Context: an optimization exercise on an open-source flow, tuned for small area. The choices shown serve that exercise and are no tape-out recipe.
RTL that was checked went through simulation tests only; none was proved equivalent to the original.
Power is estimated from default activity; no workload was simulated.

Setup of run A:
==> flow/design.v (excerpt) <==
module packet_snooper # (
   parameter TDATA_WIDTH = 512,
   parameter TKEEP_WIDTH = TDATA_WIDTH/8
) (
   input wire clk,
   input wire aresetn,
   input wire [TDATA_WIDTH-1:0] in_stream_TDATA,
   input wire [TKEEP_WIDTH-1:0] in_stream_TKEEP,
   input wire in_stream_TREADY,
   input wire in_stream_TVALID,
   input wire in_stream_TLAST,
   output logic [63:0] flit_count_TDATA,
   output logic [7:0] flit_count_TKEEP,
   input  logic flit_count_TREADY,
   output logic flit_count_TVALID,
   output logic flit_count_TLAST,
   output logic [63:0] packet_count_TDATA,
   output logic [7:0] packet_count_TKEEP,
   input  logic packet_count_TREADY,
   output logic packet_count_TVALID,
   output logic packet_count_TLAST,
   output logic [63:0] cycle_count_TDATA,
   output logic [7:0] cycle_count_TKEEP,
   input  logic cycle_count_TREADY,
   output logic cycle_count_TVALID,
   output logic cycle_count_TLAST,
   input measure,
   output logic [63:0] packet_size,
   output logic packet_size_valid,
   output logic measure_sync_out
);
   logic active, first, sum_zero;
   logic [6:0] bytes_in_flit;
   logic [63:0] flit_counter, packet_counter, cycle_counter;
   wire st_meas = active & measure_sync_out;
   wire st_done = active & ~measure_sync_out;
   wire hs      = st_meas & in_stream_TVALID & in_stream_TREADY;
   assign flit_count_TKEEP   = 8'hFF;
   assign flit_count_TLAST   = 1'b1;
   assign packet_count_TKEEP = 8'hFF;
   assign packet_count_TLAST = 1'b1;
  ...
For scale: roughly 460 flip-flops, ~19000 um^2 of cells after synthesis.
==> flow/config.mk <==
export PLATFORM = sky130hd
export DESIGN_NAME = packet_snooper
export DESIGN_NICKNAME = packet_snooper
export VERILOG_FILES = /design/flow/design.v
export SDC_FILE = /design/flow/constraint.sdc
export NUM_CORES = 4
export LEC_CHECK = 0
export CAP_MARGIN = 20
export CORE_MARGIN = 2
export CORE_UTILIZATION = 30
export GPL_TIMING_DRIVEN = 0
export PLACE_DENSITY = 0.9
export SLEW_MARGIN = 20
==> flow/constraint.sdc <==
create_clock -name core_clock -period 5.0 [get_ports {clk}]
set_input_delay 1.0000 -clock core_clock [delete_from_list [all_inputs] [get_ports {clk}]]
set_output_delay 1.0000 -clock core_clock [all_outputs]
set_load 0.01 [all_outputs]
standard.sh (not shown) runs the stock make flow with config.mk's settings and CLKGATE_MAP_FILE= SYNTH_SCRIPT=/design/flow/synth_recipe.tcl, a recipe that flattens the netlist after the stock synthesis.
==> flow/flow/run.sh <==
#!/bin/bash
# Layout flow: the standard flow (standard synthesis unchanged), with
#  - the port buffers made from the smallest buffer cell,
#  - one tie cell for the constant outputs (no tie fanout repair),
#  - a clock tree of small clock buffers, clustered, without dummy loads.
# ORFS writes each step's full log under orfs/logs; make's own output goes
# to flow_standard.log.
set -euo pipefail
export BUFFER_PORTS_ARGS="-buffer_cell sky130_fd_sc_hd__buf_1"
export SKIP_REPAIR_TIE_FANOUT=1
export CTS_ARGS="-sink_clustering_enable -repair_clock_nets -dont_use_dummy_load -buf_list sky130_fd_sc_hd__clkbuf_4 -sink_clustering_size 10 -sink_clustering_max_diameter 50"
bash standard.sh > flow_standard.log 2>&1
Run A: done, clean on timing, DRC and antenna
## Diff of input files: run B against run A
# run A
export LEC_CHECK = 0
export CAP_MARGIN = 20
export CORE_MARGIN = 2
export CORE_UTILIZATION = 30
export GPL_TIMING_DRIVEN = 0
export PLACE_DENSITY = 0.9
export SLEW_MARGIN = 20
create_clock -name core_clock -period 5.0 [get_ports {clk}]
# run B
export LEC_CHECK = 0
export CAP_MARGIN = 20
export CORE_MARGIN = 2
export CORE_UTILIZATION = 30
export SLEW_MARGIN = 20
create_clock -name core_clock -period 5.0 [get_ports {clk}]
==> flow/flow/run.sh <==
#!/bin/bash
set -euo pipefail
export BUFFER_PORTS_ARGS="-buffer_cell sky130_fd_sc_hd__buf_1"
export CTS_ARGS="-sink_clustering_enable -repair_clock_nets -dont_use_dummy_load -buf_list sky130_fd_sc_hd__clkbuf_4 -sink_clustering_size 10 -sink_clustering_max_diameter 50"
bash standard.sh > flow_standard.log 2>&1
In the flow results for run A and run B, the average wire per standard cell is larger on run B. Highest clock rate sits higher in run B than in run A. Critical-path cell with the highest stage delay = sky130_fd_sc_hd__dfxtp_1: run B; critical-path cell with the highest stage delay = sky130_fd_sc_hd__or4_4: run A. As far as area of the core region goes, run A and run B are indistinguishable; the numbers are identical. Compared with run A, in run B number of nets in the finished design decreased 13, antenna cell count fell 1. Of run A and run B, the lower least setup slack across all paths after layout belongs to run A. Diff run A -> run B | cell depth of the worst setup path | increase of 1. Looking at delay contributed by the slowest stage of the critical path, run B sits 0.20 ns lower than run A does. Run B consumes more power than run A does. Final instance area was lower in the run labelled run B.
Input changes introduced in run C (baseline for comparison: run B):
# run B
export LEC_CHECK = 0
export CAP_MARGIN = 20
export CORE_MARGIN = 2
export CORE_UTILIZATION = 30
export SLEW_MARGIN = 20
create_clock -name core_clock -period 5.0 [get_ports {clk}]
# run C
export LEC_CHECK = 0
export CAP_MARGIN = 0
export CORE_MARGIN = 2
export CORE_UTILIZATION = 30
export SLEW_MARGIN = 0
create_clock -name core_clock -period 5.0 [get_ports {clk}]
==> flow/flow/run.sh <==
#!/bin/bash
# Layout flow: the standard flow (standard synthesis unchanged), with
#  - the port buffers made from the smallest buffer cell,
#  - one tie cell for the constant outputs (no tie fanout repair),
#  - a clock tree of small clock buffers, clustered, without dummy loads.
# ORFS writes each step's full log under orfs/logs; make's own output goes
# to flow_standard.log.
set -euo pipefail
export BUFFER_PORTS_ARGS="-buffer_cell sky130_fd_sc_hd__buf_1"
export SKIP_REPAIR_TIE_FANOUT=1
export CTS_ARGS="-sink_clustering_enable -repair_clock_nets -dont_use_dummy_load -buf_list sky130_fd_sc_hd__clkbuf_4 -sink_clustering_size 10 -sink_clustering_max_diameter 50"
bash standard.sh > flow_standard.log 2>&1
## What came out
In the tables for run C and run B, final critical delay including setup and external delays reads higher with run B.
Power in the clock group: run B vs run C — no meaningful difference
Worst setup slack ended up 0.037 ns higher on run C than on run B.
Cell area: run C better than run B
Across both runs, number of global-route vias before repair was higher for run C than for run B.
Run C vs run B: detailed-placement wirelength estimate up slightly
| arrival time of data at the critical path endpoint | higher: run B |
Measured against each other, run C and run B differ in register-to-register slack, the higher figure coming from run C.
Looking at run C and run B, the routed wire length is a wash.
Max tightest hold margin across run C and run B: run C
What run D does differently from run C at the input level:
# run C
export LEC_CHECK = 0
export CAP_MARGIN = 0
export CORE_MARGIN = 2
export CORE_UTILIZATION = 30
export SLEW_MARGIN = 0
create_clock -name core_clock -period 5.0 [get_ports {clk}]
# run D
export LEC_CHECK = 0
export CAP_MARGIN = 20
export CORE_MARGIN = 2
export CORE_UTILIZATION = 30
export PLACE_DENSITY = 0.9
export SLEW_MARGIN = 20
create_clock -name core_clock -period 5.0 [get_ports {clk}]
Notes after the runs:
Run D completed end to end with timing, DRC and antenna clean. Going from run C to run D, non-clock buffer count shrank slightly. Compared with run C, run D shows a lower timing-limited maximum frequency. Looking at run D and run C, the clock network area share is a wash.

---

Another version of the RTL of packet_snooper (not shown whole).
Size in the first run: roughly 1700 cells after synthesis, ~460 flip-flops, ~870 I/O pins, about 0.019 mm2 of cells after synthesis.
export LEC_CHECK = 0
export CAP_MARGIN = 20
export CORE_MARGIN = 2
export CORE_UTILIZATION = 30
export CTS_BUF_LIST = sky130_fd_sc_hd__clkbuf_4
export SLEW_MARGIN = 20
create_clock -name core_clock -period 5.0 [get_ports {clk}]
run.sh (not shown) runs the stock make flow with config.mk's settings and CLKGATE_MAP_FILE= SYNTH_SCRIPT=/design/flow/synth_recipe.tcl, a recipe that flattens the netlist after the stock synthesis.
Stock flow here: none of the scripts above is used.
Then changed:
==> flow/flow/run.sh (new file) <==
#!/bin/bash
# Layout flow: the standard flow (standard synthesis unchanged), with the
# port buffers made from the smallest buffer cell and a clock tree built
# from small clock buffers without dummy loads.
set -euo pipefail
export BUFFER_PORTS_ARGS="-buffer_cell sky130_fd_sc_hd__buf_1"
export CTS_ARGS="-sink_clustering_enable -repair_clock_nets -dont_use_dummy_load -buf_list sky130_fd_sc_hd__clkbuf_4"
bash standard.sh > flow_standard.log 2>&1
==> flow/standard.sh (new file) <==
#!/bin/bash
# synth_recipe.tcl (not shown) runs the flow's synth.tcl, then flattens the netlist and writes it again
# the make line also repeats each setting of config.mk as NAME=value (left out here)
make -C /OpenROAD-flow-scripts/flow DESIGN_CONFIG=/design/flow/config.mk WORK_HOME=/design/flow/orfs CLKGATE_MAP_FILE= SYNTH_SCRIPT=/design/flow/synth_recipe.tcl "${@:-finish}"
CTS_BUF_LIST = unset   (was sky130_fd_sc_hd__clkbuf_4)
removed: flow/run.sh
Combinational power decreases by 16%.
Clock skew came out higher by 0.044 ns.
Cell count went down by 3.6%.
Utilization falls by 4.6 points.
Sequential share of layout area is higher by 5.9 points.
Non-clock buffer count fell by 7.
Hold slack gets worse by 0.096 ns.
Clock power came out lower by 29%.
Die area is unchanged.
No functional check of the RTL was part of any run of this note.

---

packet_snooper with an RTL version that a note above also has.
Size: about 1400 cells after synthesis, ~460 flip-flops, about 870 I/O pins, ~19000 sq um of cells after synthesis.
==> flow/config.mk <==
export PLATFORM = sky130hd
export DESIGN_NAME = packet_snooper
export DESIGN_NICKNAME = packet_snooper
export VERILOG_FILES = /design/flow/design.v
export SDC_FILE = /design/flow/constraint.sdc
export NUM_CORES = 4
export LEC_CHECK = 0
export CAP_MARGIN = 0
export CORE_MARGIN = 2
export CORE_UTILIZATION = 30
export PLACE_DENSITY = 0.9
export SLEW_MARGIN = 0
==> flow/constraint.sdc <==
create_clock -name core_clock -period 5.0 [get_ports {clk}]
set_input_delay 1.0000 -clock core_clock [delete_from_list [all_inputs] [get_ports {clk}]]
set_output_delay 1.0000 -clock core_clock [all_outputs]
set_load 0.01 [all_outputs]
standard.sh (not shown) runs the stock make flow with config.mk's settings and CLKGATE_MAP_FILE= SYNTH_SCRIPT=/design/flow/synth_recipe.tcl, a recipe that flattens the netlist after the stock synthesis.
==> flow/flow/run.sh <==
#!/bin/bash
# Layout flow: the standard flow (standard synthesis unchanged), with
#  - the port buffers made from the smallest buffer cell,
#  - one tie cell for the constant outputs (no tie fanout repair),
#  - a clock tree of small clock buffers, clustered, without dummy loads.
# ORFS writes each step's full log under orfs/logs; make's own output goes
# to flow_standard.log.
set -euo pipefail
export BUFFER_PORTS_ARGS="-buffer_cell sky130_fd_sc_hd__buf_1"
export SKIP_REPAIR_TIE_FANOUT=1
export CTS_ARGS="-sink_clustering_enable -repair_clock_nets -dont_use_dummy_load -buf_list sky130_fd_sc_hd__clkbuf_4 -sink_clustering_size 10 -sink_clustering_max_diameter 50"
bash standard.sh > flow_standard.log 2>&1
The first run finished with timing, DRC and antenna clean.
Edit:
==> flow/flow/run.sh (replaced) <==
#!/bin/bash
set -euo pipefail
export BUFFER_PORTS_ARGS="-buffer_cell sky130_fd_sc_hd__buf_1"
export CTS_ARGS="-sink_clustering_enable -repair_clock_nets -dont_use_dummy_load -buf_list sky130_fd_sc_hd__clkbuf_4 -sink_clustering_size 12 -sink_clustering_max_diameter 40"
bash standard.sh > flow_standard.log 2>&1
CAP_MARGIN = 20   (was 0)
PLACE_DENSITY = not set   (was 0.9)
SLEW_MARGIN = 20   (was 0)
The new run passed the timing, DRC and antenna checks. Routed wire length is higher by 2.5%. Count of clock-buffer cells in the layout rose by 12. Critical path depth rose by 1. Die area stays the same. Worst setup slack is better by 220 ps. Design area climbs by 0.99%. Global-route usage rises by 0.48 points.

separate check: timing with driven ports:
In the flow no input, the clock included, has a driving cell. The finished layouts below were timed again as built, in two steps.
Step 1, drivers: a clkbuf_16 drives clk and a buf_2 each remaining input, both assumed.
Step 2 also shifts input and output timing later by t, the mid clock arrival at the registers, as if the neighbouring blocks saw the same clock.
a / b / c = ideal / step 1 / step 2; a / b = the first two.
run	t (ns)	setup WS [ns]	clock arrival spread, ns	cell pins on the clock port's net
run A	0.750	0.536 / 0.557 / -0.186	0.161 / 0.162	1
run B	0.797	0.674 / 0.674 / 0.065	0.177 / 0.177	1
run C	0.806	0.711 / 0.711 / 0.135	0.157 / 0.157	1
run D	0.772	0.417 / 0.444 / -0.328	0.112 / 0.112	1
the first run of note 2	0.895	0.994 / 0.994 / 0.148	0.098 / 0.098	1
the second run of note 2	0.841	1.106 / 1.106 / 0.515	0.141 / 0.141	1
the first run of note 3	0.772	0.417 / 0.444 / -0.328	0.112 / 0.112	1
the second run of note 3	0.799	0.641 / 0.641 / -0.003	0.141 / 0.141	1
Met with ideal ports but missed after step 2: setup timing in run A, run D, the first run of note 3 and the second run of note 3. The setup slack of the first run of note 2, which loses most, moves by 0.000 ns with the drivers and by -0.846 ns with both steps.
